Source: an optimization exercise on an open RTL-to-GDS flow (aim: small area). Production flows keep margins and buffers that such runs may drop.
Only simulation tests tie the RTL to the original design; equivalence was not proved.
No activity file was given, so power comes from the tool's default toggle rates.

File: run.sh
#!/bin/bash
# synth_recipe.tcl (not shown) runs the flow's synth.tcl, then flattens the netlist and writes it again
# the make line also repeats each setting of config.mk as NAME=value (left out here)
make -C /OpenROAD-flow-scripts/flow DESIGN_CONFIG=/design/flow/config.mk WORK_HOME=/design/flow/orfs CLKGATE_MAP_FILE= SYNTH_SCRIPT=/design/flow/synth_recipe.tcl finish
File: config.mk
export PLATFORM = sky130hd
export DESIGN_NAME = memoria_fpga_top
export DESIGN_NICKNAME = memoria_fpga_top
export VERILOG_FILES = /design/flow/design.v
export SDC_FILE = /design/flow/constraint.sdc
export NUM_CORES = 4
export LEC_CHECK = 0
export ABC_AREA = 1
export CAP_MARGIN = 20
export CORE_MARGIN = 2
export CORE_UTILIZATION = 80
export CTS_BUF_LIST = sky130_fd_sc_hd__clkbuf_8
export CTS_CLUSTER_DIAMETER = 60
export CTS_CLUSTER_SIZE = 25
export PLACE_DENSITY = 0.9
export SLEW_MARGIN = 20
File: constraint.sdc
create_clock -name core_clock -period 80.0 [get_ports {clk50}]
set_input_delay 16.0000 -clock core_clock [delete_from_list [all_inputs] [get_ports {clk50}]]
set_output_delay 16.0000 -clock core_clock [all_outputs]
set_load 0.01 [all_outputs]
File: design.v
module hex7seg_active_low (
    input  logic [3:0] hex,
    output logic [6:0] seg
);
    always_comb begin
        case (hex)
            4'h0: seg = 7'b100_0000;
            4'h1: seg = 7'b111_1001;
            4'h2: seg = 7'b010_0100;
            4'h3: seg = 7'b011_0000;
            4'h4: seg = 7'b001_1001;
            4'h5: seg = 7'b001_0010;
            4'h6: seg = 7'b000_0010;
            4'h7: seg = 7'b111_1000;
            4'h8: seg = 7'b000_0000;
            4'h9: seg = 7'b001_0000;
            4'hA: seg = 7'b000_1000;
            4'hB: seg = 7'b000_0011;
            4'hC: seg = 7'b100_0110;
            4'hD: seg = 7'b010_0001;
            4'hE: seg = 7'b000_0110;
            default: seg = 7'b000_1110;
        endcase
    end
endmodule
module hex7seg_pairs (
    input  logic [3:0] hex,
    output logic [6:0] seg
);
    logic h3, h2, h1, h0;
    assign {h3, h2, h1, h0} = hex;
    assign seg[0] = ~h1 & (h2 ^ h0);                          
    assign seg[1] = h2 & (h1 ^ h0);                           
    assign seg[2] = ~h2 & h1 & ~h0;                           
    assign seg[3] = (~h1 & (h2 ^ h0)) | (h2 & h1 & h0);       
    assign seg[4] = h0 | (h2 & ~h1);                          
    assign seg[5] = (~h2 & (h1 | h0)) | (h1 & h0);            
    assign seg[6] = (~h3 & ~h2 & ~h1) | (h2 & h1 & h0);       
endmodule
module btn_debouncer (
    input  logic clk,
    input  logic rst_n,
    input  logic btn_n_raw,
    output logic press
);
    logic sync0, sync1, stable, stable_d;
    logic [3:0] cnt;
    always_ff @(posedge clk or negedge rst_n) begin
        if (!rst_n) begin
            sync0 <= 1'b1; sync1 <= 1'b1; stable <= 1'b1;
        end else begin
            sync0 <= btn_n_raw;
            sync1 <= sync0;
            if ((sync1 != stable) & (&cnt)) stable <= sync1;
        end
    end
    always_ff @(posedge clk) begin
        stable_d <= stable;
        if (sync1 != stable) cnt <= cnt + 4'd1;
        else                 cnt <= 4'd0;
    end
    assign press = ~stable & stable_d;
endmodule
module turn_leds (
    input  logic clk,
    input  logic rst_n,
    input  logic ph,
    input  logic game_active,
    input  logic current_player,
    output logic led_p1,
    output logic led_p2
);
    logic [9:0] div_hi;
    always_ff @(posedge clk or negedge rst_n) begin
        if (!rst_n)   div_hi <= 10'd0;
        else          div_hi <= div_hi + {9'd0, ~ph};
    end
    assign led_p1 = game_active & ~current_player & div_hi[9];
    assign led_p2 = game_active &  current_player & div_hi[9];
endmodule
module memory_game_fsm_bc (
    input  logic       clk,
    input  logic       rst_n,
    input  logic       start,         
    input  logic       click,         
    input  logic [3:0] sel_idx,       
    output logic       gover,         
    output logic       cur,           
    output logic [3:0] ia, ib,        
    output logic [7:0] pr,            
    output logic       a_up, b_up,    
    output logic       a_gone,        
    output logic [3:0] p1, p2,        
    output logic [3:0] sec            
);
    localparam logic [4:0]
        S_IDLE  = 5'd0,  S_WST   = 5'd1,  S_NEWT  = 5'd2,
        S_PICK1 = 5'd3,  S_PREP1 = 5'd4,  S_DO1   = 5'd5,  S_WAIT1 = 5'd6,
        S_PICK2 = 5'd7,  S_PREP2 = 5'd8,  S_DO2   = 5'd9,  S_WAIT2 = 5'd10,
        S_CHK1  = 5'd11, S_CHK2  = 5'd12,
        S_X0    = 5'd13, S_X1    = 5'd14, S_X2    = 5'd15, S_X3    = 5'd16,
        S_NEXT  = 5'd17, S_GOVER = 5'd18, S_AUTO1 = 5'd19, S_AUTO2 = 5'd23;
    logic [4:0]  s, ns;
    logic [3:0]  lfsr, lfsr_n, cand;
    logic        running, tick, tdone;
    logic [12:0] ps;
    logic        pause, is_auto, stage2, match, cand_ok, take;
    assign pause   = (s == S_DO1) | (s == S_WAIT1) | ((s >= S_DO2) & (s <= S_X3));
    assign is_auto = (s == S_AUTO1) | (s == S_AUTO2);
    assign stage2  = (s == S_PICK2) | (s == S_AUTO2);
    assign lfsr_n  = {lfsr[2:0], lfsr[3] ^ lfsr[1]};
    assign cand    = is_auto ? lfsr_n : sel_idx;
    assign cand_ok = ~pr[cand[2:0]] & ~(stage2 & (cand == ia));
    assign take    = cand_ok & (is_auto | click);
    assign match   = (ia[2:0] == ib[2:0]);
    assign gover   = (s == S_GOVER);
    assign a_up    = ((s >= S_WAIT1) & (s <= S_X0)) | (s == S_AUTO2);
    assign b_up    = (s >= S_WAIT2) & (s <= S_X2);
    assign a_gone  = match & ((s == S_X1) | (s == S_X2));
    always_comb begin
        ns = s;
        case (s)
            S_IDLE:  if (start) ns = S_WST;
            S_WST:   ns = S_NEWT;
            S_NEWT:  ns = S_PICK1;
            S_PICK1: if (take) ns = S_PREP1; else if (tdone) ns = S_AUTO1;
            S_AUTO1: if (take) ns = S_PREP1;
            S_PREP1: ns = S_DO1;
            S_DO1:   ns = S_WAIT1;
            S_WAIT1: ns = S_PICK2;
            S_PICK2: if (take) ns = S_PREP2; else if (tdone) ns = S_AUTO2;
            S_AUTO2: if (take) ns = S_PREP2;
            S_PREP2: ns = S_DO2;
            S_DO2:   ns = S_WAIT2;
            S_WAIT2: ns = S_CHK1;
            S_CHK1:  ns = S_CHK2;
            S_CHK2:  ns = S_X0;
            S_X0:    ns = S_X1;
            S_X1:    ns = S_X2;
            S_X2:    ns = S_X3;
            S_X3:    ns = S_NEXT;
            S_NEXT:  ns = (match & (&pr)) ? S_GOVER : S_NEWT;
            S_GOVER: if (start) ns = S_IDLE;
            default: ns = S_IDLE;
        endcase
    end
    always_ff @(posedge clk or negedge rst_n) begin
        if (!rst_n) begin
            s <= S_IDLE; cur <= 1'b0; pr <= 8'd0;
            lfsr <= 4'hA; p1 <= 4'd0; p2 <= 4'd0;
        end else begin
            s <= ns;
            if (is_auto) lfsr <= lfsr_n;
            if ((s == S_X2) & match) pr[ib[2:0]] <= 1'b1;
            if ((s == S_NEXT) & ~match) cur <= ~cur;
            if (start) begin
                p1 <= 4'd0; p2 <= 4'd0;
            end else if ((s == S_NEXT) & match) begin
                if (cur) p2 <= p2 + 4'd1; else p1 <= p1 + 4'd1;
            end
        end
    end
    always_ff @(posedge clk) begin
        if (take & ((s == S_PICK1) | (s == S_AUTO1))) ia <= cand;
        if (take & stage2) ib <= cand;
    end
    logic ps_end;
    assign ps_end = (ps == 13'd2713);
    always_ff @(posedge clk) begin
        if (pause | ~running | ps_end) ps <= 13'd0;
        else ps <= {ps[11:0], ~(ps[12] ^ ps[3] ^ ps[2] ^ ps[0])};
        tick <= ~pause & running & ps_end;
        tdone <= running & ~pause & tick & (s != S_NEWT) & (sec == 4'd1);
    end
    always_ff @(posedge clk or negedge rst_n) begin
        if (!rst_n) begin
            running <= 1'b0; sec <= 4'd0;
        end else begin
            if (s == S_NEWT) begin
                sec <= 4'd15; running <= 1'b1;
            end else if (running & ~pause & tick & (sec != 4'd0)) begin
                sec <= sec - 4'd1;
            end
        end
    end
endmodule
module vgaController (
    input  logic       clk,
    input  logic       rst_n,
    output logic       ph,
    output logic [3:0] xs,
    output logic [6:0] xc,
    output logic [3:0] ys,
    output logic [5:0] yc
);
    logic       x_end, y_end, line_end;
    logic [3:0] xs_n, ys_n;
    logic [6:0] x_start;
    logic [5:0] y_start;
    assign xs_n  = xs + 4'd1;
    assign x_end = ph & ((~xs[3] & xs[0]) ? (xc[6] & xc[3] & xc[1]) : (&xc));
    always_comb begin
        if (!xs_n[3]) x_start = xs_n[0] ? 7'd1 : 7'd52;
        else case (xs_n[2:0])
            3'b000:  x_start = 7'd108;
            3'b001:  x_start = 7'd112;
            3'b010:  x_start = 7'd32;
            3'b111:  x_start = 7'd108;
            default: x_start = 7'd116;
        endcase
    end
    assign line_end = x_end & (xs == 4'b1110);
    assign ys_n  = ys + 4'd1;
    assign y_end = (~ys[3] & ys[0]) ? (yc[5] & yc[4] & yc[2] & yc[1]) : (&yc);
    always_comb begin
        if (!ys_n[3]) y_start = ys_n[0] ? 6'd1 : 6'd8;
        else case (ys_n[2:0])
            3'b000:  y_start = 6'd44;
            3'b001:  y_start = 6'd54;
            3'b010:  y_start = 6'd62;
            3'b011:  y_start = 6'd55;
            3'b111:  y_start = 6'd44;
            default: y_start = 6'd56;
        endcase
    end
    logic [7:0] xcp;
    assign xcp = {xc, ph} + 8'd1;
    always_ff @(posedge clk or negedge rst_n) begin
        if (!rst_n) begin
            ph <= 1'b1; xs <= 4'b1111; xc <= 7'd108; ys <= 4'b1111; yc <= 6'd44;
        end else begin
            if (x_end) begin
                xs <= xs_n; {xc, ph} <= {x_start, 1'b0};
            end else begin
                {xc, ph} <= xcp;
            end
            if (line_end) begin
                if (y_end) begin
                    ys <= ys_n; yc <= y_start;
                end else begin
                    yc <= yc + 6'd1;
                end
            end
        end
    end
endmodule
module videoGen_game (
    input  logic        clk,
    input  logic        rst_n,
    input  logic        ph,
    input  logic [3:0]  xs,
    input  logic [6:0]  xc,
    input  logic [3:0]  ys,
    input  logic [5:0]  yc,
    input  logic [3:0]  sel_idx,
    input  logic [3:0]  ia, ib,
    input  logic [7:0]  pr,
    input  logic        a_up, b_up, a_gone,
    input  logic        gover,
    input  logic [3:0]  p1, p2,
    output logic        blank_b,
    output logic [7:0]  r, g, b
);
    logic x_vis, y_vis, in_vp;
    assign x_vis   = ~xs[3] | (xs == 4'b1000) | (xs == 4'b1111);
    assign y_vis   = ~ys[3] | (ys == 4'b1000) | (ys == 4'b1111);
    assign in_vp   = ~xs[3] & ~ys[3];
    assign blank_b = x_vis & y_vis;
    logic [1:0] cx, cy;
    logic       hx, hy;
    logic [6:0] adx;
    logic [5:0] ady;
    logic [3:0] ci;
    assign cx  = xs[2:1];
    assign hx  = xs[0];
    assign cy  = ys[2:1];
    assign hy  = ys[0];
    assign adx = hx ? xc : ~xc;
    assign ady = hy ? yc : ~yc;
    assign ci  = {cy, cx};
    logic bx3, bx5, by3, by5, colAGD, colFE, colBC, rowA, rowG, rowD, rowFB, rowEC;
    logic ax6, ax36, ay6, ay36;
    logic [5:0] rlo, rhi;
    assign bx3 = (xc[3] & xc[6] & hx) | (~xc[1] & ~xc[3] & ~xc[6] & ~hx) | (~xc[0] & ~xc[3] & ~xc[6] & ~hx);
    assign bx5 = (xc[1] & xc[2] & xc[6] & hx) | (xc[3] & xc[6] & hx) | (~xc[3] & ~xc[6] & ~hx) | (~xc[0] & ~xc[1] & ~xc[2] & ~xc[6] & ~hx);
    assign by3 = (~yc[1] & ~yc[2] & ~yc[4] & ~yc[5] & ~hy) | (~yc[0] & ~yc[2] & ~yc[4] & ~yc[5] & ~hy) | (yc[2] & yc[4] & yc[5] & hy);
    assign by5 = (~yc[2] & ~yc[4] & ~yc[5] & ~hy) | (~yc[0] & ~yc[1] & ~yc[4] & ~yc[5] & ~hy) | (yc[1] & yc[4] & yc[5] & hy) | (yc[2] & yc[4] & yc[5] & hy);
    assign colAGD = (~hx & ~cx[0] & cx[1]) | (~xc[3] & ~xc[4] & ~xc[5] & ~xc[6] & ~cx[0] & cx[1]) | (~xc[0] & ~xc[1] & ~xc[2] & ~xc[4] & ~xc[5] & ~xc[6] & ~cx[0] & cx[1]) | (xc[1] & xc[2] & xc[4] & xc[5] & xc[6] & cx[0] & ~cx[1]) | (xc[3] & xc[4] & xc[5] & xc[6] & cx[0] & ~cx[1]) | (hx & cx[0] & ~cx[1]);
    assign colFE = (~xc[3] & ~xc[4] & ~xc[5] & ~xc[6] & cx[0] & ~cx[1]) | (~xc[2] & ~xc[4] & ~xc[5] & ~xc[6] & cx[0] & ~cx[1]) | (xc[1] & xc[2] & xc[4] & xc[5] & xc[6] & cx[0] & ~cx[1]) | (xc[3] & xc[4] & xc[5] & xc[6] & cx[0] & ~cx[1]) | (~xc[0] & ~xc[1] & ~xc[4] & ~xc[5] & ~xc[6] & cx[0] & ~cx[1]);
    assign colBC = (~xc[3] & ~xc[4] & ~xc[5] & ~xc[6] & ~cx[0] & cx[1]) | (~xc[0] & ~xc[1] & ~xc[2] & ~xc[4] & ~xc[5] & ~xc[6] & ~cx[0] & cx[1]) | (xc[2] & xc[4] & xc[5] & xc[6] & ~cx[0] & cx[1]) | (xc[3] & xc[4] & xc[5] & xc[6] & ~cx[0] & cx[1]) | (xc[1] & xc[4] & xc[5] & xc[6] & ~cx[0] & cx[1]);
    assign rowA = (yc[0] & yc[1] & yc[2] & yc[3] & yc[4] & hy & ~cy[0] & ~cy[1]) | (~yc[4] & yc[5] & hy & ~cy[0] & ~cy[1]) | (~yc[2] & yc[5] & hy & ~cy[0] & ~cy[1]) | (~yc[0] & ~yc[1] & yc[5] & hy & ~cy[0] & ~cy[1]);
    assign rowG = (~yc[4] & ~yc[5] & ~hy & ~cy[0] & cy[1]) | (~yc[1] & ~yc[2] & ~yc[3] & ~yc[5] & ~hy & ~cy[0] & cy[1]) | (~yc[0] & ~yc[2] & ~yc[3] & ~yc[5] & ~hy & ~cy[0] & cy[1]) | (yc[2] & yc[3] & yc[5] & hy & cy[0] & ~cy[1]) | (yc[4] & yc[5] & hy & cy[0] & ~cy[1]);
    assign rowD = (yc[1] & ~yc[5] & ~hy & cy[0] & cy[1]) | (yc[2] & ~yc[5] & ~hy & cy[0] & cy[1]) | (yc[4] & ~yc[5] & ~hy & cy[0] & cy[1]);
    assign rowFB = (yc[0] & yc[2] & yc[4] & yc[5] & hy & ~cy[0] & ~cy[1]) | (yc[1] & yc[2] & yc[4] & yc[5] & hy & ~cy[0] & ~cy[1]) | (~hy & cy[0] & ~cy[1]) | (~yc[5] & cy[0] & ~cy[1]) | (~yc[3] & ~yc[4] & cy[0] & ~cy[1]) | (~yc[2] & ~yc[4] & cy[0] & ~cy[1]);
    assign rowEC = (yc[3] & yc[4] & ~cy[0] & cy[1]) | (yc[5] & ~cy[0] & cy[1]) | (~yc[1] & ~yc[2] & ~yc[4] & ~yc[5] & ~hy & cy[0] & cy[1]) | (hy & ~cy[0] & cy[1]) | (yc[2] & yc[4] & ~cy[0] & cy[1]) | (yc[0] & yc[1] & ~yc[3] & ~cy[0] & cy[1]);
    assign ax6 = (xc[2] & xc[3] & xc[4] & xc[5] & xc[6]) | (~xc[2] & ~xc[3] & ~xc[4] & ~xc[5] & ~xc[6]) | (~xc[1] & ~xc[3] & ~xc[4] & ~xc[5] & ~xc[6]) | (~xc[0] & ~xc[3] & ~xc[4] & ~xc[5] & ~xc[6]) | (xc[0] & xc[3] & xc[4] & xc[5] & xc[6]) | (xc[1] & xc[3] & xc[4] & xc[5] & xc[6]);
    assign ax36 = (xc[5] & xc[6]) | (~xc[5] & ~xc[6]) | (~xc[2] & ~xc[3] & ~xc[4] & ~xc[6]) | (xc[2] & xc[3] & xc[4] & xc[6]) | (~xc[0] & ~xc[1] & ~xc[3] & ~xc[4] & xc[5]) | (xc[0] & xc[1] & xc[3] & xc[4] & xc[6]);
    assign ay6 = (yc[2] & yc[3] & yc[4] & yc[5]) | (yc[0] & yc[3] & yc[4] & yc[5]) | (yc[1] & yc[3] & yc[4] & yc[5]) | (~yc[2] & ~yc[3] & ~yc[4] & ~yc[5]) | (~yc[1] & ~yc[3] & ~yc[4] & ~yc[5]) | (~yc[0] & ~yc[3] & ~yc[4] & ~yc[5]);
    assign ay36 = (yc[0] & yc[1] & yc[3] & yc[4]) | (yc[2] & yc[3] & yc[4]) | (yc[5] & ~hy) | (~yc[5] & hy) | (~yc[0] & ~yc[1] & ~yc[3] & ~yc[4]) | (~yc[2] & ~yc[3] & ~yc[4]);
    assign rlo[0] = (~ady[0] & ady[1] & ady[3] & ~ady[4]) | (ady[0] & ~ady[1] & ~ady[2] & ady[4]) | (~ady[0] & ady[2] & ~ady[3] & ady[4]) | (~ady[0] & ady[1] & ~ady[2] & ady[3]) | (~ady[0] & ~ady[1] & ady[2] & ady[4]) | (~ady[1] & ~ady[2] & ady[3] & ~ady[4]);
    assign rlo[1] = (~ady[3] & ~ady[4] & ~ady[5]) | (ady[1] & ady[2] & ~ady[4]) | (ady[1] & ~ady[2] & ady[3] & ady[4]) | (~ady[0] & ~ady[1] & ady[4]) | (~ady[1] & ady[2] & ~ady[3] & ady[4]);
    assign rlo[2] = (ady[1] & ~ady[2] & ady[3]) | (~ady[3] & ~ady[4] & ~ady[5]) | (ady[2] & ~ady[3] & ~ady[5]) | (~ady[1] & ~ady[4] & ~ady[5]);
    assign rlo[3] = (~ady[4] & ~ady[5]) | (~ady[1] & ady[2] & ady[3]) | (~ady[2] & ~ady[3] & ady[4]) | (ady[1] & ~ady[2] & ady[3]);
    assign rlo[4] = (~ady[3] & ~ady[5]) | (ady[3] & ~ady[4]) | (~ady[1] & ~ady[2] & ady[3]);
    assign rlo[5] = 1'b0;
    assign rhi[0] = (~ady[0] & ~ady[1] & ady[3] & ~ady[4]) | (~ady[0] & ady[1] & ~ady[2] & ~ady[3]) | (ady[0] & ady[2] & ~ady[3]) | (ady[0] & ~ady[2] & ady[3] & ady[4]) | (~ady[0] & ady[1] & ady[2] & ady[3]) | (ady[0] & ~ady[1] & ady[2]) | (ady[2] & ~ady[3] & ~ady[4] & ~ady[5]) | (ady[0] & ~ady[1] & ~ady[3] & ~ady[5]) | (ady[0] & ~ady[3] & ~ady[4] & ~ady[5]) | (~ady[1] & ady[2] & ~ady[3] & ady[4]);
    assign rhi[1] = (ady[2] & ~ady[3] & ~ady[4] & ~ady[5]) | (~ady[2] & ady[3] & ~ady[4]) | (ady[0] & ady[1] & ady[4]) | (~ady[0] & ady[1] & ~ady[2] & ~ady[3]) | (ady[0] & ~ady[2] & ~ady[3] & ~ady[5]) | (~ady[0] & ~ady[1] & ady[3] & ady[4]) | (ady[0] & ~ady[1] & ady[5]) | (ady[1] & ady[2] & ady[3] & ady[4]);
    assign rhi[2] = (~ady[0] & ~ady[1] & ~ady[2] & ~ady[3] & ~ady[4] & ~ady[5]) | (ady[0] & ~ady[1] & ady[5]) | (ady[0] & ady[1] & ~ady[2] & ady[4]) | (~ady[1] & ady[2] & ady[4]) | (~ady[0] & ady[1] & ~ady[3] & ady[4]) | (ady[0] & ~ady[1] & ~ady[3] & ady[4]);
    assign rhi[3] = (ady[0] & ady[5]) | (ady[1] & ady[5]) | (ady[2] & ~ady[3] & ady[4]) | (ady[0] & ~ady[3] & ady[4]) | (~ady[1] & ~ady[2] & ady[3] & ady[4]) | (~ady[0] & ady[1] & ~ady[2] & ady[4]);
    assign rhi[4] = (ady[0] & ady[4]) | (ady[1] & ady[4]) | (ady[2] & ady[4]) | (ady[3] & ady[4]) | (~ady[0] & ~ady[1] & ~ady[2] & ady[5]);
    assign rhi[5] = (~ady[4] & ~ady[5]) | (~ady[0] & ~ady[1] & ~ady[2] & ~ady[3] & ~ady[5]);
    logic is_rem, is_face, sel_hit;
    assign is_rem  = pr[ci[2:0]] | (a_gone & (ci == ia));
    assign is_face = (a_up & (ci == ia)) | (b_up & (ci == ib));
    assign sel_hit = (ci == sel_idx);
    logic [7:0] t;
    logic sh_ring, sh_dia, sh_cross, sh_x, shape;
    assign sh_ring  = ay36 & ax36 & (adx[5:0] >= rlo) & (adx[5:0] <= rhi);
    assign t        = {1'b0, adx} + ({2'b0, ady} ^ {8{cx[1]}}) + {7'd0, cx[1]};
    assign sh_dia   = (t >= 8'd30) & (t <= 8'd36);
    assign sh_x     = (t <= 8'd6) | (t >= 8'd250);
    assign sh_cross = (ax6 & ay36) | (ay6 & ax36);
    always_comb begin
        case (cx)
            2'd0:    shape = sh_ring;
            2'd1:    shape = sh_dia;
            2'd2:    shape = sh_cross;
            default: shape = sh_x;
        endcase
    end
    logic dig;
    always_comb begin
        if (p1 > p2)      dig = colBC & (rowFB | rowEC);
        else if (p2 > p1) dig = (colAGD & (rowA | rowD | rowG)) | (colBC & rowFB) | (colFE & rowEC);
        else              dig = (colAGD & (rowA | rowD)) | ((colBC | colFE) & (rowFB | rowEC));
        dig = dig & in_vp & gover;
    end
    logic [3:0] cls;
    always_comb begin
        if (!blank_b)                       cls = 4'd0;
        else if (!in_vp)                    cls = 4'd1;
        else if (is_rem)                    cls = 4'd2;
        else if (sel_hit & (bx5 | by5))     cls = 4'd3;
        else if (bx3 | by3)                 cls = 4'd4;
        else if (!is_face)                  cls = 4'd5;
        else if (shape)                     cls = {1'b1, ci[2:0]};
        else                                cls = 4'd6;
    end
    logic [3:0]  cls_q;
    logic        dim_q, dig_q, live;
    logic [23:0] bl, pal;
    always_comb begin
        case (cls_q)
            4'd0:  pal = 24'h000000;
            4'd1:  pal = {8'd10,  8'd50,  8'd15};
            4'd2:  pal = {8'd28,  8'd28,  8'd28};
            4'd3:  pal = {8'd255, 8'd255, 8'd60};
            4'd4:  pal = {8'd240, 8'd240, 8'd240};
            4'd5:  pal = {8'd20,  8'd80,  8'd20};
            4'd6:  pal = {8'd16,  8'd60,  8'd16};
            4'd7:  pal = 24'h000000;
            4'd8:  pal = {8'd200, 8'd120, 8'd20};
            4'd9:  pal = {8'd40,  8'd200, 8'd160};
            4'd10: pal = {8'd180, 8'd60,  8'd200};
            4'd11: pal = {8'd230, 8'd210, 8'd40};
            4'd12: pal = {8'd80,  8'd230, 8'd80};
            4'd13: pal = {8'd60,  8'd120, 8'd240};
            4'd14: pal = {8'd240, 8'd120, 8'd60};
            default: pal = {8'd180, 8'd180, 8'd210};
        endcase
    end
    always_ff @(posedge clk or negedge rst_n) begin
        if (!rst_n) begin
            cls_q <= 4'd0; dim_q <= 1'b0; live <= 1'b0;
        end else begin
            live <= 1'b1;
            if (ph) begin
                cls_q <= cls; dim_q <= gover & in_vp;
            end
        end
    end
    always_ff @(posedge clk) begin
        if (ph) begin
            dig_q <= dig;
            if (dim_q)         bl <= {{1'b0, bl[23:17]} + 8'd80, {1'b0, bl[15:9]} + 8'd10, {1'b0, bl[7:1]} + 8'd10};
            else if (blank_b)  bl <= pal;
            else               bl <= 24'h000000;
        end
    end
    assign r = {8{live}} & (bl[23:16] | {8{dig_q}});
    assign g = {8{live}} & (bl[15:8]  | {8{dig_q}});
    assign b = {8{live}} & (bl[7:0]   | {8{dig_q}});
endmodule
module memoria_fpga_top (
    input  logic        clk50,
    input  logic [3:0]  SW,
    input  logic        KEY0_n,
    input  logic        KEY1_n,
    input  logic        RESET_n,
    output logic        vgaclk,
    output logic        hsync, vsync,
    output logic        sync_b, blank_b,
    output logic [7:0]  r, g, b,
    output logic        LED_P1,
    output logic        LED_P2,
    output logic [3:0]  P1_PAIRS,
    output logic [3:0]  P2_PAIRS,
    output logic [6:0]  HEX0,
    output logic [6:0]  HEX1,
    output logic [6:0]  HEX2
);
    logic       ph;
    logic [3:0] xs, ys;
    logic [6:0] xc;
    logic [5:0] yc;
    vgaController u_vgac (
        .clk(clk50), .rst_n(RESET_n), .ph(ph), .xs(xs), .xc(xc), .ys(ys), .yc(yc)
    );
    assign vgaclk = ~ph;
    assign hsync  = ~(xs == 4'b1010);
    assign vsync  = ~(ys == 4'b1010);
    assign sync_b = hsync & vsync;
    logic start_pulse, click_pulse;
    btn_debouncer u_db_start (.clk(clk50), .rst_n(RESET_n), .btn_n_raw(KEY0_n), .press(start_pulse));
    btn_debouncer u_db_click (.clk(clk50), .rst_n(RESET_n), .btn_n_raw(KEY1_n), .press(click_pulse));
    logic       gover, cur, a_up, b_up, a_gone;
    logic [3:0] ia, ib, p1, p2, sec;
    logic [7:0] pr;
    memory_game_fsm_bc u_game (
        .clk(clk50), .rst_n(RESET_n), .start(start_pulse), .click(click_pulse), .sel_idx(SW),
        .gover(gover), .cur(cur), .ia(ia), .ib(ib), .pr(pr), .a_up(a_up), .b_up(b_up),
        .a_gone(a_gone), .p1(p1), .p2(p2), .sec(sec)
    );
    turn_leds u_leds (
        .clk(clk50), .rst_n(RESET_n), .ph(ph), .game_active(~gover), .current_player(cur),
        .led_p1(LED_P1), .led_p2(LED_P2)
    );
    assign P1_PAIRS = p1;
    assign P2_PAIRS = p2;
    hex7seg_pairs      u_hex_p1 (.hex(p1),  .seg(HEX0));
    hex7seg_pairs      u_hex_p2 (.hex(p2),  .seg(HEX1));
    hex7seg_active_low u_hex_tm (.hex(sec), .seg(HEX2));
    videoGen_game u_vgen (
        .clk(clk50), .rst_n(RESET_n), .ph(ph), .xs(xs), .xc(xc), .ys(ys), .yc(yc),
        .sel_idx(SW), .ia(ia), .ib(ib), .pr(pr), .a_up(a_up), .b_up(b_up), .a_gone(a_gone),
        .gover(gover), .p1(p1), .p2(p2), .blank_b(blank_b), .r(r), .g(g), .b(b)
    );
endmodule
==> results of run 1 <==
## worst max-delay path, delay by kind of cell (launching register included)
family                     cells  cell delay [ns]
buffers and inverters          3             0.93
DFF                            1             0.71
adders and majority gates      1             0.31
and+or+nand+nor                2             0.26
AOI/OAI and AO/OA              1             0.15
## kinds of logic (layout without fill, tap and decap cells)
logic type                 Yosys count  in the layout
and+or+nand+nor                    543            543
AOI/OAI and AO/OA                  265            265
buffers and inverters              240            301
DFF                                133            133
adders and majority gates           70             70
xor gates and xnor gates            49             49
muxes                                2              2
other                                1              1
## routing by layer
layer	wire, um	GRT usage (%)	share of wire, %
met3	3050	8.71	11
met5	0	0	0
met4	1520	23.0	5.5
met2	13000	71.5	47
met1	10100	54.6	37
## synth_stat cells (10+ instances only)
| cell | count |
|---|---|
| xnor2_1 | 21 |
| nor3_1 | 26 |
| o211ai_1 | 14 |
| xor2_1 | 27 |
| nor2_1 | 172 |
| nand4_1 | 16 |
| o21ai_1 | 10 |
| o31ai_1 | 13 |
| dfrtp_1 | 51 |
| a21oi_1 | 63 |
| ha_1 | 69 |
| nand3_1 | 79 |
| dfstp_2 | 24 |
| clkbuf_1 | 23 |
| edfxtp_1 | 33 |
| o21ai_0 | 92 |
| inv_1 | 192 |
| dfxtp_1 | 25 |
| o22ai_1 | 14 |
| nand2_1 | 215 |
## state kept, by name, summed over array words and instances, names as in the netlist, 4 cells and up
register / cells
u_vgen.bl: 24
u_game.ps: 13
u_leds.div_hi: 10
u_game.pr: 8
u_vgac.xc: 7
u_vgac.yc: 6
u_game.s: 5
u_db_click.cnt: 4
u_db_start.cnt: 4
u_game.ia: 4
u_game.ib: 4
u_game.lfsr: 4
u_game.p1: 4
u_game.p2: 4
u_game.sec: 4
u_vgac.xs: 4
u_vgac.ys: 4
u_vgen.cls_q: 4
## path summary, 6_finish.rpt
| path | startpoint | to | slack, ns | cells after the start |
|---|---|---|---|---|
| max | u_vgac.xs[1] | blank_b | 61.16 | 7 |
| min | u_db_click.sync0 | u_db_click.sync1 | 0.36 | 0 |
| max reg2reg | u_vgac.ys[0] | u_vgen.cls_q[2] | 75.67 | 21 |
| min reg2reg | u_db_click.sync0 | u_db_click.sync1 | 0.36 | 0 |
| max in group asynchronous | RESET_n | u_game.p1[0] | 63.70 | 1 |
| min in group asynchronous | RESET_n | u_game.pr[2] | 15.67 | 1 |
## per-stage QoR
| stage | instance area (um^2) | util [%] | instances |
|---|---|---|---|
| floorplan | 9670 | - | 1303 |
| global placement | 10300 | 86.9 | 1479 |
| detailed placement | 10300 | 86.9 | 1479 |
| CTS | 10700 | 90.2 | 1511 |
| global route | 10700 | 90.2 | 1511 |
| finish | 10700 | 90.2 | 1511 |
## power by group
group / switching [mW] / internal [mW] / leakage [nW]
logic: 0.00424 / 0.00304 / 3.22
registers: 0.000548 / 0.0699 / 1.42
clock network: 0.0292 / 0.0293 / 0.211
## final cells by class
cell class	instances	area, um^2
multi-input combinational	930	5330
sequential	133	3400
clock inverter	13	133
timing repair buffer	67	668
inverter	202	771
fill	546	1170
clock buffer	19	262
tap	147	184
==> results by group, run 1 <==
Placed design
  – GPL Wtd Cong: 1.04
  – Worst slack, placed: 61.66 ns
  – Port buffer count: 67
  – DP HPWL: 18400 um

CTS
  – Hold buffer count at CTS: 0
  – Worst-Skew Late Latency: between 0.4 and 0.5 ns
  – CTS H-tree depth: 4
  – Total CTS buffers: 17
  – Post-CTS Setup Bufs: 0
  – Clock transition at path regs: ~0.09 ns
  – Gates resized, CTS repair: 0
  – Root Buffer: clkbuf_8
  – CTS tree: yes
  – Clock buffer depth: 2
  – CTS sink cnt: ~130

Floorplanning
  – Initial core utilization: 81.2%
  – Die Area: approximately 13000 um^2
  – Die extent in x: 114 um
  – Core area: approximately 12000 um^2
  – Die Y: 114 um
  – Num rows: 40
  – Ports: slightly below 70

STA
  – Fin Setup TNS: 0 ns
  – Worst Tran Pin Value: roughly 0.97 ns
  – Period utilization: roughly a quarter
  – Fin. max-slew vios: 0
  – FMAX: between 50 and 60 MHz
  – Hold_ws: 0.362 ns
  – Post-route minimum period: roughly 19 ns
  – Fin. Hold Viols: 0
  – Slew margin rel.: between 30% and 40%
  – Final setup violation count: 0
  – Clock skew: just over 0.02 ns
  – RSZ-0062 raised after global routing: no
  – Final worst slack: ~60 ns

Setup path
  – Crit path largest cell delay: between 0.7 and 0.8 ns
  – Worst setup SP type: flip-flop
  – Worst Setup Path Type: flip-flop to output port
  – Crit path max fanout: 16
  – CP Capture Type: output port
  – Slowest CP cell: dfstp_2
  – Crit path DAT: 2.84 ns
  – Crit path required time: between 60 and 70 ns
  – Worst-path cell chain: inv_1 > ha_1 > a21oi_1 > nand2_1 > nand2_1 > inv_1 > clkdlybuf4s50_1

Finish
  – Commonest non-fill, non-tap cells in the layout: nand2_1 (215), inv_1 (195), nor2_1 (172)
  – Commonest non-fill, non-tap cell in the layout: nand2_1
  – Layout cells sized above 1: under 10%
  – Area Growth Syn to Fin: 11.1%
  – Nets@finish: about 1400
  – # diodes: 0

Route
  – Per-cell routed wire length: roughly 18 um
  – Detail Route Antenna Nets: 0
  – Post-Route WL: ~28000 um
  – TritonRoute pass-1 iters: 9
  – DRC Markers: 0
  – Vias per inst: 6.53
  – Vias: between 9000 and 10000
  – Detailed Route Iter0 Violations: between 1000 and 1500

Logic synthesis
  – Compound-Gate Fraction of Synth Area: between 10% and 20%
  – Mapped Cells: approximately 1300
  – Top cell type's share of synthesized area: around an eighth
  – Area leader, netlist: dfrtp_1
  – Largest family of logic cells by synthesized area: simple AND/OR/NAND/NOR gates
  – Avg Inst Size Synth: between 7 and 8 um^2
  – Simple-gate portion of the synthesized area: 24.5%
  – Yosys warning total: 6
  – EDFF count, synth: 33
  – Async set-or-reset flop fraction in the synthesized netlist: between 50% and 60%
  – Syn Nets: 1381
  – #FFs+latches synth: between 100 and 150
  – Cell area after synthesis: approximately 9700 um^2
  – Ranking of synthesized cells by area: dfrtp_1 (13%), edfxtp_1 (10%), ha_1 (8.9%)
  – Post-Synth Adder-Cell Area: under 10%
  – Post-synthesis mux area share: 0.207%
  – Ys flop type: dfrtp_1
  – Post-synth cell types: 66
  – Sequential-to-total area share from yosys stat: between 30% and 40%
  – Xor/xnor cell area share of the yosys netlist: approximately 4.5%

GRT
  – GRT Total Usage: 43.5%
  – Largest net degree at the start of global routing: 76
  – Vias in the first global route: ~9400
  – Initial antenna violation count: 0
  – First-pass GRT wire length: between 40000 and 50000 um
  – Grt total ovfl: 0

Power
  – Pwr dens: around 13 nW/um^2
  – Lkg Pwr: just under 5 nW
  – Total power: 0.136 mW
  – Max IR drop VDD: roughly 0.017 mV

Flow run
  – Max-cap violations: 0

Worst hold path
  – Hold WC Path Type: flip-flop to flip-flop

Status
  – Outcome: timing/DRC/antenna clean
==> inputs of run 2 (changes only) <==
==> flow/run.sh (new file) <==
#!/bin/bash
# Own layout flow:
#  1. the standard synthesis (standard.sh synth), unchanged;
#  2. the combinational logic of that netlist re-mapped by ABC with an
#     area-oriented script (flow/remap.tcl); every register instance is kept
#     with its name and cell;
#  3. the standard floorplan, placement, CTS and routing (standard.sh) on
#     the re-mapped netlist, with the port buffers made from buf_1 and a
#     clock tree of clkbuf_8 leaf clusters without dummy balancing loads.
# Each step's full output goes to a log file of its own in this folder
# (ORFS's own per-step logs are under orfs/logs/).
set -euo pipefail
W=$(pwd)
R=$W/orfs/results/$FLOW_PLATFORM/memoria_fpga_top/base
YOSYS=$FLOW_HOME/../tools/install/yosys/bin/yosys

bash standard.sh synth > log_1_standard_synth.txt 2>&1

cp "$R/1_2_yosys.v" "$W/synth_standard.v"
LIB=$FLOW_HOME/platforms/$FLOW_PLATFORM/lib/sky130_fd_sc_hd__tt_025C_1v80.lib \
IN=$W/synth_standard.v OUT=$R/1_2_yosys.v TOP=$FLOW_TOP \
DONT_USE="$(cat flow/dont_use.txt)" \
    "$YOSYS" -c flow/remap.tcl > log_2_remap.txt 2>&1
rm -f "$R/1_synth.odb" "$R/1_synth.sdc"

BUFFER_PORTS_ARGS="-buffer_cell sky130_fd_sc_hd__buf_1" \
CTS_ARGS="-sink_clustering_enable -repair_clock_nets -buf_list sky130_fd_sc_hd__clkbuf_8 -dont_use_dummy_load -sink_clustering_size 30 -sink_clustering_max_diameter 100" \
    bash standard.sh > log_3_standard_layout.txt 2>&1
==> flow/dont_use.txt (new file) <==
sky130_fd_sc_hd__probe_p_8 sky130_fd_sc_hd__probec_p_8 sky130_fd_sc_hd__lpflow_bleeder_1 sky130_fd_sc_hd__lpflow_clkbufkapwr_1 sky130_fd_sc_hd__lpflow_clkbufkapwr_16 sky130_fd_sc_hd__lpflow_clkbufkapwr_2 sky130_fd_sc_hd__lpflow_clkbufkapwr_4 sky130_fd_sc_hd__lpflow_clkbufkapwr_8 sky130_fd_sc_hd__lpflow_clkinvkapwr_1 sky130_fd_sc_hd__lpflow_clkinvkapwr_16 sky130_fd_sc_hd__lpflow_clkinvkapwr_2 sky130_fd_sc_hd__lpflow_clkinvkapwr_4 sky130_fd_sc_hd__lpflow_clkinvkapwr_8 sky130_fd_sc_hd__lpflow_decapkapwr_12 sky130_fd_sc_hd__lpflow_decapkapwr_3 sky130_fd_sc_hd__lpflow_decapkapwr_4 sky130_fd_sc_hd__lpflow_decapkapwr_6 sky130_fd_sc_hd__lpflow_decapkapwr_8 sky130_fd_sc_hd__lpflow_inputiso0n_1 sky130_fd_sc_hd__lpflow_inputiso0p_1 sky130_fd_sc_hd__lpflow_inputiso1n_1 sky130_fd_sc_hd__lpflow_inputiso1p_1 sky130_fd_sc_hd__lpflow_inputisolatch_1 sky130_fd_sc_hd__lpflow_isobufsrc_1 sky130_fd_sc_hd__lpflow_isobufsrc_16 sky130_fd_sc_hd__lpflow_isobufsrc_2 sky130_fd_sc_hd__lpflow_isobufsrc_4 sky130_fd_sc_hd__lpflow_isobufsrc_8 sky130_fd_sc_hd__lpflow_isobufsrckapwr_16 sky130_fd_sc_hd__lpflow_lsbuf_lh_hl_isowell_tap_1 sky130_fd_sc_hd__lpflow_lsbuf_lh_hl_isowell_tap_2 sky130_fd_sc_hd__lpflow_lsbuf_lh_hl_isowell_tap_4 sky130_fd_sc_hd__lpflow_lsbuf_lh_isowell_4 sky130_fd_sc_hd__lpflow_lsbuf_lh_isowell_tap_1 sky130_fd_sc_hd__lpflow_lsbuf_lh_isowell_tap_2 sky130_fd_sc_hd__lpflow_lsbuf_lh_isowell_tap_4 sky130_fd_sc_hd__fill_1 sky130_fd_sc_hd__fill_2 sky130_fd_sc_hd__fill_4 sky130_fd_sc_hd__fill_8 
==> flow/remap.tcl (new file) <==
# Re-maps the combinational logic of the standard synthesis netlist with an
# area-oriented ABC script. Every register instance is kept as it is (same
# name, same cell). Environment: LIB, IN, OUT, TOP, DONT_USE.
yosys -import
read_liberty -ignore_miss_func $::env(LIB)
read_verilog $::env(IN)
hierarchy -top $::env(TOP)
setattr -mod -set keep_hierarchy 1 sky130_fd_sc_hd__df* sky130_fd_sc_hd__edf* sky130_fd_sc_hd__sdf* sky130_fd_sc_hd__dl*
flatten
opt_clean -purge
techmap
opt -fast
set du {}
foreach c $::env(DONT_USE) { lappend du -dont_use $c }
set script "+strash;&get,-n;&deepsyn,-T,60;&put;&get,-n;&dch,-f;&nf,-R,1000,-p;&put;topo"
if {[info exists ::env(ABC_SCRIPT)]} { set script $::env(ABC_SCRIPT) }
abc -liberty $::env(LIB) {*}$du -script $script
opt_clean -purge
hilomap -singleton -hicell sky130_fd_sc_hd__conb_1 HI -locell sky130_fd_sc_hd__conb_1 LO
insbuf -buf sky130_fd_sc_hd__buf_1 A X
splitnets
opt_clean -purge
# plain names for the internal nets (ports keep theirs)
yosys rename -hide w:* i:* o:* %u %d
tee -o $::env(OUT).stat stat -liberty $::env(LIB) $::env(TOP)
select $::env(TOP)
write_verilog -noattr -nohex -nodec -selected $::env(OUT)
==> standard.sh (new file) <==
#!/bin/bash
# synth_recipe.tcl (not shown) runs the flow's synth.tcl, then flattens the netlist and writes it again
# the make line also repeats each setting of config.mk as NAME=value (left out here)
make -C /OpenROAD-flow-scripts/flow DESIGN_CONFIG=/design/flow/config.mk WORK_HOME=/design/flow/orfs CLKGATE_MAP_FILE= SYNTH_SCRIPT=/design/flow/synth_recipe.tcl "${@:-finish}"
--- a/config.mk
+++ b/config.mk
@@ -8,9 +8,7 @@
 export ABC_AREA = 1
 export CAP_MARGIN = 20
 export CORE_MARGIN = 2
-export CORE_UTILIZATION = 80
+export CORE_UTILIZATION = 70
 export CTS_BUF_LIST = sky130_fd_sc_hd__clkbuf_8
-export CTS_CLUSTER_DIAMETER = 60
-export CTS_CLUSTER_SIZE = 25
-export PLACE_DENSITY = 0.9
+export PLACE_DENSITY = 0.85
 export SLEW_MARGIN = 20
removed: run.sh
==> results by group, run 2 <==
Status
  – Outcome: timing/DRC/antenna clean

Finish
  – Finished Layout Cells: 1124
  – Number of flip-flops in the largest register: 24
  – Largest Register: u_vgen.bl
  – Reg area: roughly 3400 um^2
  – Area Growth Syn to Fin: 8.14%
  – Post-route cell area: about 8500 um^2
  – Commonest non-fill, non-tap cell in the layout: nor2_1
  – # fillers: between 700 and 800
  – Commonest non-fill, non-tap cells in the layout: nor2_1 (115), nand2_1 (99), buf_1 (66)
  – Footprint of the multi-input gates: 4370 um^2
  – Largest registers: u_vgen.bl: 24 flops, u_game.ps: 13 flops, u_leds.div_hi: 10 flops
  – # diodes: 0
  – Layout cells sized above 1: roughly 4.6%
  – Final core occ: roughly 78%
  – Nets@finish: roughly 990

Route
  – Detail Route Antenna Nets: 0
  – Per-cell routed wire length: 17.3 um
  – DRC Markers: 0
  – Post-Route WL: about 20000 um
  – Detailed Route Iter0 Violations: 730
  – Vias: 7375
  – Vias per inst: about 6.6
  – TritonRoute pass-1 iters: 7

STA
  – Hold_ws: between 0.3 and 0.4 ns
  – FMAX: 54.2 MHz
  – Post-route minimum period: ~18 ns
  – Fin. max-slew vios: 0
  – Worst Tran Pin Value: 0.977 ns
  – RSZ-0062 raised after global routing: no
  – Fin. Hold Viols: 0
  – Clock skew: 0.0347 ns
  – Final worst slack: around 60 ns
  – Final setup violation count: 0
  – Slew margin rel.: approximately a third
  – Fin Setup TNS: 0 ns
  – Period utilization: between 20 and 25%

Setup path
  – Slowest CP cell: dfrtp_1
  – Crit path DAT: around 2.5 ns
  – Worst Setup Path Type: flip-flop to output port
  – CP Buf/Inv Count: 1
  – Worst-path cell chain: nor2_1 > nand2_1 > a31oi_1 > a21oi_1 > a31oi_1 > nand2_1 > a21oi_1 > mux2i_1 > buf_1
  – Kind of cell adding the most delay to the critical path: compound AO/OA/AOI/OAI gates
  – Crit path largest cell delay: roughly 0.48 ns
  – CP Capture Type: output port
  – Worst setup SP type: flip-flop
  – Crit path max fanout: 9
  – Crit path required time: between 60 and 70 ns

GRT
  – Largest net degree at the start of global routing: 76
  – GRT Total Usage: between 30% and 40%
  – Vias in the first global route: 6813
  – Grt total ovfl: 0
  – Initial antenna violation count: 0
  – First-pass GRT wire length: about 32000 um

CTS
  – Total CTS buffers: 17
  – CTS sink cnt: 133
  – Gates resized, CTS repair: 0
  – Worst-Skew Late Latency: around 0.44 ns
  – Root Buffer: clkbuf_8
  – Hold buffer count at CTS: 0
  – CTS tree: yes
  – Clock buffer depth: 2
  – Clock transition at path regs: about 0.070 ns
  – CTS H-tree depth: 4
  – Post-CTS Setup Bufs: 0

Power
  – Lkg Pwr: ~3.2 nW
  – Total power: roughly 0.17 mW
  – Pwr dens: just under 20 nW/um^2
  – Max IR drop VDD: between 0.03 and 0.04 mV

Placed design
  – Port buffer count: 67
  – Cell area after placement: 8300 um^2
  – Dpl cells: about 1100
  – Worst slack, placed: between 60 and 70 ns
  – GPL Wtd Cong: 0.914
  – DP HPWL: around 14000 um

Floorplanning
  – Die Area: ~12000 um^2
  – Core area: about 11000 um^2
  – Die Y: about 110 um
  – Die extent in x: approximately 110 um
  – Num rows: 38
  – Ports: 68
  – Initial core utilization: just over 70%

Worst hold path
  – Hold WC Path Type: flip-flop to flip-flop

Flow run
  – Max-cap violations: 0

Logic synthesis
  – Syn Nets: ~920
  – Mapped Cells: between 900 and 1000
  – Cell area after synthesis: around 7900 um^2
  – Yosys warning total: 6
  – Avg Inst Size Synth: a little under 9 um^2
-- run 2: layout make-up --
cell class	count	area share, %
multi-input cells	741	51.2
clock buffers	17	2.74
flip-flops and latches	133	39.8
well taps	140	2.05
inverters	25	1.10
repair buffers	68	3.08
-- run 2: routing by layer --
metal	GRT usage, %	share of wire, %	vias to the layer above
li1	-	-	3465
met1	43.8	41	3475
met2	56.7	50	385
met3	5.29	7.0	50
met4	11.9	2.4	0
met5	0	0	-
-- run 2: power by group --
group,leakage [nW],switching (mW),internal (mW)
sequential,1.39,0.00949,0.0773
combinational,1.74,0.0248,0.0165
clock,0.122,0.0220,0.0186
total,3.25,0.0562,0.112
-- run 2: path summary, 6_finish.rpt --
check	slack, ns	start	cells after the start	to
setup / recovery	61.54	u_game.sec[1]	9	HEX2[0]
hold / removal	0.36	u_db_click.sync0	0	u_db_click.sync1
setup reg to reg	75.48	u_vgac.ys[0]	17	u_vgen.cls_q[0]
hold reg to reg	0.36	u_db_click.sync0	0	u_db_click.sync1
max in group asynchronous	63.66	RESET_n	1	u_vgac.yc[4]
min in group asynchronous	15.69	RESET_n	1	u_game.sec[3]
==> inputs of run 3 (changes only) <==
--- a/flow/run.sh
+++ b/flow/run.sh
@@ -5,8 +5,7 @@
 #     area-oriented script (flow/remap.tcl); every register instance is kept
 #     with its name and cell;
 #  3. the standard floorplan, placement, CTS and routing (standard.sh) on
-#     the re-mapped netlist, with the port buffers made from buf_1 and a
-#     clock tree of clkbuf_8 leaf clusters without dummy balancing loads.
+#     the re-mapped netlist, with the port buffers made from buf_1.
 # Each step's full output goes to a log file of its own in this folder
 # (ORFS's own per-step logs are under orfs/logs/).
 set -euo pipefail
@@ -24,5 +23,4 @@
 rm -f "$R/1_synth.odb" "$R/1_synth.sdc"
 
 BUFFER_PORTS_ARGS="-buffer_cell sky130_fd_sc_hd__buf_1" \
-CTS_ARGS="-sink_clustering_enable -repair_clock_nets -buf_list sky130_fd_sc_hd__clkbuf_8 -dont_use_dummy_load -sink_clustering_size 30 -sink_clustering_max_diameter 100" \
     bash standard.sh > log_3_standard_layout.txt 2>&1
==> results by group, run 3 <==
CTS
  – Clock buffer depth: 2
  – Gates resized, CTS repair: 0
  – Hold buffer count at CTS: 0
  – Post-CTS Setup Bufs: 0
  – CTS sink cnt: approximately 130
  – Worst-Skew Late Latency: roughly 0.44 ns
  – Root Buffer: clkbuf_8
  – CTS H-tree depth: 4
  – CTS tree: yes
  – Clock transition at path regs: around 0.080 ns
  – Total CTS buffers: 17

Finish
  – Final core occ: around four fifths
  – Number of flip-flops in the largest register: 24
  – Reg area: approximately 3400 um^2
  – Largest Register: u_vgen.bl
  – Area Growth Syn to Fin: 10.6%
  – Commonest non-fill, non-tap cell in the layout: nor2_1
  – # fillers: around 710
  – Footprint of the multi-input gates: ~4400 um^2
  – Nets@finish: approximately 990
  – Commonest non-fill, non-tap cells in the layout: nor2_1 (115), nand2_1 (99), buf_1 (66)
  – # diodes: 0
  – Layout cells sized above 1: under 10%
  – Largest registers: u_vgen.bl: 24 flops, u_game.ps: 13 flops, u_leds.div_hi: 10 flops

Power
  – Pwr dens: roughly 22 nW/um^2
  – Max IR drop VDD: 0.0382 mV
  – Lkg Pwr: 3.34 nW

STA
  – Fin. Hold Viols: 0
  – Worst Tran Pin Value: about 0.95 ns
  – Period utilization: 23.2%
  – Clock skew: 0.0163 ns
  – Post-route minimum period: 18.53 ns
  – Fin Setup TNS: 0 ns
  – FMAX: approximately 54 MHz
  – Slew margin rel.: between 30% and 40%
  – Final setup violation count: 0
  – Fin. max-slew vios: 0
  – RSZ-0062 raised after global routing: no

Floorplanning
  – Die Area: 12100 um^2
  – Initial core utilization: 72.1%
  – Core area: around 11000 um^2
  – Die extent in x: between 100 and 150 um
  – Die Y: approximately 110 um
  – Num rows: 38
  – Ports: 68

Logic synthesis
  – Avg Inst Size Synth: 8.70 um^2
  – Yosys warning total: 6
  – Mapped Cells: between 900 and 1000
  – Cell area after synthesis: around 7900 um^2
  – Syn Nets: between 900 and 1000

Setup path
  – Crit path DAT: 2.53 ns
  – Worst Setup Path Type: flip-flop to output port
  – Crit path max fanout: 9
  – Worst setup SP type: flip-flop
  – Crit path required time: ~64 ns
  – CP Capture Type: output port

Worst hold path
  – Hold WC Path Type: flip-flop to flip-flop

GRT
  – Initial antenna violation count: 0
  – Vias in the first global route: 6862
  – First-pass GRT wire length: 32500 um
  – Largest net degree at the start of global routing: 76
  – GRT Total Usage: around a third
  – Grt total ovfl: 0

Flow run
  – Max-cap violations: 0

Placed design
  – DP HPWL: 13900 um
  – Port buffer count: 67
  – GPL Wtd Cong: 0.914

Route
  – Vias per inst: 6.54
  – TritonRoute pass-1 iters: 6
  – DRC Markers: 0
  – Detail Route Antenna Nets: 0
  – Per-cell routed wire length: between 15 and 20 um
  – Detailed Route Iter0 Violations: approximately 860
  – Vias: between 7000 and 8000
  – Post-Route WL: about 20000 um

Status
  – Outcome: timing/DRC/antenna clean
-- run 3: worst paths after layout --
| path | start | to | slack (ns) | depth (start not counted) |
|---|---|---|---|---|
| min in group asynchronous | RESET_n | u_game.sec[3] | 15.69 | 1 |
| hold / removal | u_db_click.sync0 | u_db_click.sync1 | 0.36 | 0 |
| hold reg to reg | u_db_click.sync0 | u_db_click.sync1 | 0.36 | 0 |
| setup reg to reg | u_vgac.ys[0] | u_vgen.cls_q[0] | 75.41 | 17 |
| setup / recovery | u_game.sec[1] | HEX2[0] | 61.47 | 9 |
| max in group asynchronous | RESET_n | u_vgac.yc[4] | 63.69 | 1 |
-- run 3: routing by layer --
layer	vias up	wire (um)	track usage (%)
li1	3484	-	-
met1	3538	8100	44.0
met2	369	9830	56.9
met3	60	1430	6.94
met4	0	488	10.6
met5	-	0	0
-- run 3: final cells by class --
cell class / instances / share of cell area [%]
Multi-Input combinational cell: 741 / 50.1
Sequential cell: 133 / 39.0
Timing Repair Buffer: 68 / 3.01
Clock buffer: 17 / 2.68
Clock inverter: 15 / 2.22
Tap cell: 140 / 2.01
Inverter: 25 / 1.08
-- run 3: critical path, stage by stage, from the launching register on --
cell	delay [ns]
dfrtp_1	0.49
nor2_1	0.20
nand2_1	0.12
a31oi_1	0.36
a21oi_1	0.08
a31oi_1	0.18
nand2_1	0.10
a21oi_1	0.20
mux2i_1	0.20
buf_1	0.16
-- run 3: through the flow --
stage / setup WS [ns] / total power [mW] / hold WS, ns / instances / area (um^2)
after detailed placement: 61.50 / 0.128 / 0.350 / 1107 / 8300
final: 61.47 / 0.189 / 0.360 / 1139 / 8720
after CTS: 61.51 / 0.188 / 0.361 / 1139 / 8720
after global placement: 61.65 / 0.125 / 0.347 / 1107 / 8300
after floorplan: 61.93 / 0.114 / 0.345 / 907 / 7890
after global routing: 61.25 / 0.198 / 0.364 / 1139 / 8720
-- run 3: report_power, final --
| part | internal, mW | switching [mW] | total (mW) |
|---|---|---|---|
| logic | 0.0165 | 0.0251 | 0.0416 |
| registers | 0.0772 | 0.00961 | 0.0868 |
| clock network | 0.0316 | 0.0288 | 0.0604 |
==> inputs of run 4 (changes only) <==
--- a/design.v
+++ b/design.v
@@ -155,8 +155,9 @@
             if ((s == S_NEXT) & ~match) cur <= ~cur;
             if (start) begin
                 p1 <= 4'd0; p2 <= 4'd0;
-            end else if ((s == S_NEXT) & match) begin
-                if (cur) p2 <= p2 + 4'd1; else p1 <= p1 + 4'd1;
+            end else begin
+                p1 <= p1 + {3'd0, (s == S_NEXT) & match & ~cur};
+                p2 <= p2 + {3'd0, (s == S_NEXT) & match &  cur};
             end
         end
     end
@@ -178,8 +179,8 @@
         end else begin
             if (s == S_NEWT) begin
                 sec <= 4'd15; running <= 1'b1;
-            end else if (running & ~pause & tick & (sec != 4'd0)) begin
-                sec <= sec - 4'd1;
+            end else begin
+                sec <= sec - {3'd0, running & ~pause & tick & (sec != 4'd0)};
             end
         end
     end
@@ -229,18 +230,12 @@
         if (!rst_n) begin
             ph <= 1'b1; xs <= 4'b1111; xc <= 7'd108; ys <= 4'b1111; yc <= 6'd44;
         end else begin
-            if (x_end) begin
-                xs <= xs_n; {xc, ph} <= {x_start, 1'b0};
-            end else begin
-                {xc, ph} <= xcp;
-            end
-            if (line_end) begin
-                if (y_end) begin
-                    ys <= ys_n; yc <= y_start;
-                end else begin
-                    yc <= yc + 6'd1;
-                end
-            end
+            xs <= xs + {3'd0, x_end};
+            if (x_end) {xc, ph} <= {x_start, 1'b0};
+            else       {xc, ph} <= xcp;
+            ys <= ys + {3'd0, line_end & y_end};
+            if (line_end & y_end) yc <= y_start;
+            else                  yc <= yc + {5'd0, line_end};
         end
     end
 endmodule
==> flow/run.sh (replaced) <==
#!/bin/bash
# Own layout flow:
#  1. the standard synthesis (standard.sh synth), unchanged;
#  2. the combinational logic of that netlist re-mapped by ABC with an
#     area-oriented script (flow/remap.tcl, &deepsyn then &nf), four runs
#     with different random seeds in parallel, keeping the smallest result;
#     every register instance is kept with its name and cell;
#  3. the standard floorplan, placement, CTS and routing (standard.sh) on
#     the re-mapped netlist, with the port buffers made from buf_1 and a
#     clock tree of clkbuf_4 buffers without dummy balancing loads.
# Each step's full output goes to a log file of its own in this folder
# (ORFS's own per-step logs are under orfs/logs/).
set -euo pipefail
W=$(pwd)
R=$W/orfs/results/$FLOW_PLATFORM/memoria_fpga_top/base
YOSYS=$FLOW_HOME/../tools/install/yosys/bin/yosys
LIB=$FLOW_HOME/platforms/$FLOW_PLATFORM/lib/sky130_fd_sc_hd__tt_025C_1v80.lib

bash standard.sh synth > log_1_standard_synth.txt 2>&1
cp "$R/1_2_yosys.v" "$W/synth_standard.v"

for s in 1 2 3 4; do
    ABC_SCRIPT="+strash;&get,-n;&deepsyn,-T,90,-S,$s;&put;&get,-n;&dch,-f;&nf,-R,1000,-p;&put;topo" \
    LIB=$LIB IN=$W/synth_standard.v OUT=$W/remap_$s.v TOP=$FLOW_TOP \
    DONT_USE="$(cat flow/dont_use.txt)" \
        "$YOSYS" -c flow/remap.tcl > log_2_remap_$s.txt 2>&1 &
done
wait
best=""; besta=""
for s in 1 2 3 4; do
    a=$(awk '/Chip area/ {print $NF}' "$W/remap_$s.v.stat")
    echo "seed $s: area $a" >> log_2_remap_pick.txt
    if [[ -z "$best" ]] || awk -v a="$a" -v b="$besta" 'BEGIN {exit !(a < b)}'; then best=$s; besta=$a; fi
done
echo "picked seed $best" >> log_2_remap_pick.txt
cp "$W/remap_$best.v" "$R/1_2_yosys.v"
rm -f "$R/1_synth.odb" "$R/1_synth.sdc"

BUFFER_PORTS_ARGS="-buffer_cell sky130_fd_sc_hd__buf_1" \
CTS_ARGS="-sink_clustering_enable -repair_clock_nets -buf_list sky130_fd_sc_hd__clkbuf_4 -dont_use_dummy_load" \
    bash standard.sh > log_3_standard_layout.txt 2>&1
--- a/config.mk
+++ b/config.mk
@@ -9,6 +9,5 @@
 export CAP_MARGIN = 20
 export CORE_MARGIN = 2
 export CORE_UTILIZATION = 70
-export CTS_BUF_LIST = sky130_fd_sc_hd__clkbuf_8
 export PLACE_DENSITY = 0.85
 export SLEW_MARGIN = 20
==> results by group, run 4 <==
Status
  – Outcome: timing/DRC/antenna clean

Setup path
  – Worst-path cell chain: nor2b_1 > nor2_1 > nand2_1 > a32o_1 > clkinv_1 > buf_1
  – CP Capture Type: output port
  – Slowest CP cell: dfstp_2
  – Worst setup SP type: flip-flop
  – Crit path largest cell delay: ~0.87 ns
  – Critical R2R Launch: u_vgac.ys[0]
  – Crit path required time: between 60 and 70 ns
  – Number of cells on the worst reg-to-reg path: 17
  – Reg2reg end: u_vgen.cls_q[0]
  – Crit path max fanout: 21
  – Crit path DAT: 2.42 ns
  – Worst R2R Setup Slack: around 75 ns
  – Worst Setup Path Type: flip-flop to output port

Worst hold path
  – Hold path startpoint: u_db_click.sync0
  – WHS Endpoint: u_db_click.sync1
  – Hold WC Path Type: flip-flop to flip-flop
  – Worst Hold Path Cells: 0

GRT
  – Largest net degree at the start of global routing: 76
  – GRT Total Usage: 33.1%
  – Vias in the first global route: 6991
  – First-pass GRT wire length: ~32000 um
  – Initial antenna violation count: 0
  – Grt total ovfl: 0

Finish
  – Commonest non-fill, non-tap cell in the layout: nor2_1
  – # diodes: 0
  – Area Growth Syn to Fin: 6.88%
  – Number of flip-flops in the largest register: 24
  – Footprint of the multi-input gates: about 4300 um^2
  – Commonest non-fill, non-tap cells in the layout: nor2_1 (98), nand2_1 (93), a21oi_1 (81)
  – Final core occ: roughly 77%
  – Reg area: 3400 um^2
  – Layout cells sized above 1: about 4.6%
  – Nets@finish: around 1000
  – Largest registers: u_vgen.bl: 24 flops, u_game.ps: 13 flops, u_leds.div_hi: 10 flops
  – Largest Register: u_vgen.bl
  – # fillers: roughly 770

Floorplanning
  – Initial core utilization: between 70 and 80%
  – Ports: just under 70
  – Num rows: 38
  – Die Area: 12100 um^2
  – Core area: between 10000 and 15000 um^2
  – Die Y: 110 um
  – Die extent in x: 110 um

CTS
  – Root Buffer: clkbuf_4
  – Hold buffer count at CTS: 0
  – CTS tree: yes
  – Total CTS buffers: 17
  – CTS H-tree depth: 4
  – Gates resized, CTS repair: 0
  – Clock transition at path regs: 0.11 ns
  – Post-CTS Setup Bufs: 0
  – Worst-Skew Late Latency: 0.54 ns
  – Clock buffer depth: 2
  – CTS sink cnt: between 100 and 150

STA
  – Fin Setup TNS: 0 ns
  – Final setup violation count: 0
  – Clock skew: between 0.03 and 0.04 ns
  – Post-route minimum period: 18.42 ns
  – Worst Tran Pin Value: around 0.98 ns
  – Slew margin rel.: a little over a third
  – Period utilization: 23.0%
  – Fin. max-slew vios: 0
  – FMAX: ~54 MHz
  – RSZ-0062 raised after global routing: no
  – Fin. Hold Viols: 0

Logic synthesis
  – Yosys warning total: 6
  – Avg Inst Size Synth: roughly 8.6 um^2
  – Cell area after synthesis: approximately 7900 um^2
  – Syn Nets: between 900 and 1000
  – Mapped Cells: 917

Route
  – Per-cell routed wire length: 17.1 um
  – Detailed Route Iter0 Violations: ~660
  – Post-Route WL: about 19000 um
  – Detail Route Antenna Nets: 0
  – TritonRoute pass-1 iters: 7
  – Vias: 7371
  – DRC Markers: 0
  – Vias per inst: roughly 6.5

Flow run
  – Max-cap violations: 0

Placed design
  – DP HPWL: roughly 14000 um
  – GPL Wtd Cong: between 0.9 and 1
  – Port buffer count: between 60 and 70

Power
  – Lkg Pwr: roughly 3.2 nW
  – Pwr dens: between 15 and 20 nW/um^2
  – Max IR drop VDD: about 0.019 mV
run 4: per-layer routing:
metal	GRT usage [%]	part of all wire, %
met5	0	0
met2	57.4	50
met4	13.0	2.5
met1	41.2	42
met3	5.70	6.0
run 4: cell type report:
cell class | instances | share of cell area (%)
Tap cell | 140 | 2.08
Multi-Input combinational cell | 744 | 51.5
Clock buffer | 17 | 1.51
Timing Repair Buffer | 69 | 3.20
Sequential cell | 133 | 40.3
Inverter | 32 | 1.42
run 4: worst max path at each step:
stage,startpoint,endpoint,slack (ns),depth (start not counted)
floorplan,SW[1],u_game.ia[0],61.97,6
global placement,SW[2],u_game.ia[0],61.71,7
detailed placement,SW[1],u_game.ia[3],61.57,7
CTS,u_vgac.xs[1],blank_b,61.60,6
global route,u_vgac.xs[2],blank_b,61.42,6
finish,u_vgac.xs[2],blank_b,61.58,6
run 4: per-stage QoR:
step	std cells	hold slack [ns]	area [um^2]	total power, mW	setup WS (ns)
2_1_floorplan	917	0.345	7900	0.110	61.97
3_3_place_gp	1118	0.348	8310	0.118	61.71
3_5_place_dp	1118	0.349	8310	0.121	61.57
4_1_cts	1135	0.343	8440	0.150	61.60
5_1_grt	1135	0.340	8440	0.159	61.42
6_report	1135	0.336	8440	0.151	61.58
run 4: worst max-delay path, delay by kind of cell, from the launching register on:
family | cells | cell delay, ns
simple gates | 3 | 0.55
buf+inv | 2 | 0.27
compound gates | 1 | 0.23
flops | 1 | 0.87
run 4: report_power, final:
part	switching, mW	leakage (nW)	internal [mW]
logic	0.0210	1.71	0.0137
registers	0.00810	1.39	0.0775
clock network	0.0206	0.0782	0.00970

what the ideal ports hide:
The flow's constraints put no driver on any port. The routed layouts listed below were extracted and timed again, unchanged, in two steps. Step 1: set_driving_cell puts a clkbuf_16 on clk50 and a buf_2 on each other input, an assumption about the parent block. Step 2 times the ports against the registers' clock, not the clock port: input delays grow and output delays shrink by t, the midpoint of the rising clock arrivals with the driver on. Slacks: ideal / step 1 / step 2; pairs: ideal / step 1.
run	shift t [ns]	slack for setup (ns)	hold WS [ns]	latest minus earliest clock arrival (ns)	worst register clock-pin slew, ns
run 1	0.513	61.155 / 61.116 / 61.366	0.362 / 0.362 / 0.362	0.021 / 0.020	0.09 / 0.09
run 2	0.461	61.543 / 61.508 / 61.432	0.358 / 0.358 / 0.358	0.035 / 0.035	0.08 / 0.08
run 3	0.472	61.468 / 61.431 / 61.407	0.360 / 0.360 / 0.360	0.017 / 0.017	0.09 / 0.09
run 4	0.556	61.576 / 61.543 / 61.465	0.336 / 0.336 / 0.336	0.037 / 0.037	0.12 / 0.12
After both steps every run listed still meets setup and hold.
